This design comes from an exercise in tuning for a short achievable clock period and few clock cycles on the open sky130 flow, not from production work. RTL that was checked went through simulation tests only; none was proved equivalent to the original.

==> flow/design.v (excerpt) <==
module w450(mem_wr_data, mem_wr_addr, mem_wr_en, mem_rd_data1, mem_rd_addr1,
	mem_rd_data2, mem_rd_addr2, reset, clk);
For scale: about 51 I/O pins, ~0.023 mm^2 of cells after synthesis.
==> flow/config.mk <==
export PLATFORM = sky130hd
export DESIGN_NAME = w450
export DESIGN_NICKNAME = w450
export VERILOG_FILES = /design/flow/design.v
export SDC_FILE = /design/flow/constraint.sdc
export NUM_CORES = 4
export LEC_CHECK = 0
export ABC_AREA = 1
export CAP_MARGIN = 20
export CORE_MARGIN = 2
export CORE_UTILIZATION = 60
export PLACE_DENSITY = 0.8
export SETUP_SLACK_MARGIN = 2.5
export SLEW_MARGIN = 20
==> flow/constraint.sdc <==
create_clock -name core_clock -period 4.5 [get_ports {clk}]
set_input_delay 0.9000 -clock core_clock [delete_from_list [all_inputs] [get_ports {clk}]]
set_output_delay 0.9000 -clock core_clock [all_outputs]
set_load 0.01 [all_outputs]
run.sh (not shown) runs the stock make flow with config.mk's settings and CLKGATE_MAP_FILE= SYNTH_SCRIPT=/design/flow/synth_recipe.tcl, a recipe that flattens the netlist after the stock synthesis.
The first run died in global routing (5_1_grt) (GRT-0232).
Testbench counts at the start, summed over its fixed seeds: cycles 21,021.
Edit:
Settings changed: CORE_UTILIZATION 60 to 40, PLACE_DENSITY 0.8 to 0.6.
Effect:
- The new run completed without violations
- synthesized cell count is unchanged
- area after synthesis does not change

========
The RTL this note starts from:
==> flow/design.v <==
module w450(mem_wr_data, mem_wr_addr, mem_wr_en, mem_rd_data1, mem_rd_addr1,
	mem_rd_data2, mem_rd_addr2, reset, clk);
	output [7:0] mem_wr_data;
	output [7:0] mem_wr_addr;
	output mem_wr_en;
	input [7:0] mem_rd_data1;
	output [7:0] mem_rd_addr1;
	input [7:0] mem_rd_data2;
	output [7:0] mem_rd_addr2;
	input reset;
	input clk;
	reg [7:0] pc, pc1, pc2;    
	reg [7:0] nb;              
	reg       v;
	reg [7:0] r0, r1, r2, r3;
	reg       wen;
	reg [7:0] waddr, wdata;
	assign mem_wr_en = wen;
	assign mem_wr_addr = waddr;
	assign mem_wr_data = wdata;
	wire [2:0] op = nb[7:5];
	wire [1:0] fa = nb[4:3];
	wire [1:0] fb = nb[2:1];
	wire       d  = nb[0];
	wire immop = op[0] | (op[2] & op[1]);
	assign mem_rd_addr1 = v ? pc1 : pc;
	assign mem_rd_addr2 = (immop | ~v) ? pc2 : r0;
	reg [7:0] ra, rb;
	always @* begin
		case (fa)
			2'd0: ra = r0; 2'd1: ra = r1; 2'd2: ra = r2; default: ra = r3;
		endcase
		case (fb)
			2'd0: rb = r0; 2'd1: rb = r1; 2'd2: rb = r2; default: rb = r3;
		endcase
	end
	wire [7:0] mval = wen ? wdata : mem_rd_data2;
	wire [7:0] imm  = mem_rd_data1;
	wire       fb0  = (fb == 2'd0);
	reg [7:0] x, y;
	always @* begin
		if (immop) begin
			x = ra; y = imm;
		end else if (d) begin
			x = ra; y = fb0 ? mval : rb;
		end else begin
			x = fb0 ? mval : rb; y = ra;
		end
	end
	reg [7:0] res;
	always @* begin
		case (op[2:1])
			2'b00: res = x + y;
			2'b01: res = x - y;
			default: res = y;
		endcase
	end
	wire isbr  = op[2] & op[1];
	wire taken = isbr & (op[0] ? (ra < rb) : (ra == rb));
	wire memwr = ~immop & ~d & fb0;
	wire rwe   = ~isbr & ~memwr;
	wire [1:0] rdst = (immop | d) ? fa : fb;
	always @(posedge clk or posedge reset) begin
		if (reset) begin
			pc <= 8'h00; pc1 <= 8'h01; pc2 <= 8'h02;
			v <= 1'b0;
			wen <= 1'b0;
			nb <= 8'h00;
		end else if (!v) begin
			nb <= mem_rd_data1;
			v <= 1'b1;
			pc1 <= pc + 8'd1;
			pc2 <= pc + 8'd2;
			wen <= 1'b0;
		end else begin
			wen <= memwr;
			if (taken) begin
				pc <= pc2 + imm;
				v <= 1'b0;
			end else if (immop) begin
				pc <= pc2;
				pc1 <= pc + 8'd3;
				pc2 <= pc + 8'd4;
				nb <= mem_rd_data2;
			end else begin
				pc <= pc1;
				pc1 <= pc2;
				pc2 <= pc + 8'd3;
				nb <= mem_rd_data1;
			end
		end
	end
	always @(posedge clk) begin
		if (v & memwr) begin
			waddr <= r0;
			wdata <= res;
		end
		if (v & rwe) begin
			case (rdst)
				2'd0: r0 <= res;
				2'd1: r1 <= res;
				2'd2: r2 <= res;
				default: r3 <= res;
			endcase
		end
	end
endmodule
make LEC_CHECK=0 CAP_MARGIN=20 CORE_MARGIN=2 CORE_UTILIZATION=40 PLACE_DENSITY=0.6 SLEW_MARGIN=20 finish   # period 4.5 ns
The first run completed with no timing, DRC or antenna violations.
==> next run, changes <==
Settings changed: ABC_CLOCK_PERIOD_IN_PS set to 1500, SETUP_SLACK_MARGIN set to 2.5.
After rerunning:
- first-iteration DRC count grows by about a fifth
- core utilization grows by 7.7 points
- routed wire length grows by roughly a tenth
- clock-buffer cell count shrinks by 2
- worst hold slack gains 0.015 ns
- setup slack gains 0.30 ns
No functional check of the RTL was part of any run of this note.

[re-timing with driven ports]
The flow's constraints put no driver on any port. The routed layouts listed below were extracted and timed again, unchanged, in two steps.
Step 1, drivers: a clkbuf_16 drives clk and a buf_2 each remaining input, both assumed.
Step 2 times the ports against the registers' clock, not the clock port: input delays grow and output delays shrink by t, the midpoint of the rising clock arrivals with the driver on.
Three values: ideal, step 1, step 2; two values: the first two.
| run | t (ns) | slack for setup (ns) | hold slack, ns | worst register clock-pin slew, ns | pins driven straight from the clock port |
|---|---|---|---|---|---|
| the second run of note 1 | 0.673 | 2.143 / 2.143 / 1.504 | 0.433 / 0.433 / 0.433 | 0.07 / 0.07 | 1 |
| the first run of note 2 | 0.391 | 0.193 / 0.210 / -0.181 | 0.513 / 0.513 / 0.513 | 0.06 / 0.06 | 1 |
| the second run of note 2 | 0.393 | 0.497 / 0.502 / 0.109 | 0.527 / 0.527 / 0.527 | 0.06 / 0.06 | 1 |
Met with ideal ports but missed after step 2: setup timing in the first run of note 2. The setup slack of the second run of note 1, which loses most, moves by 0.000 ns with the drivers and by -0.639 ns with both steps.
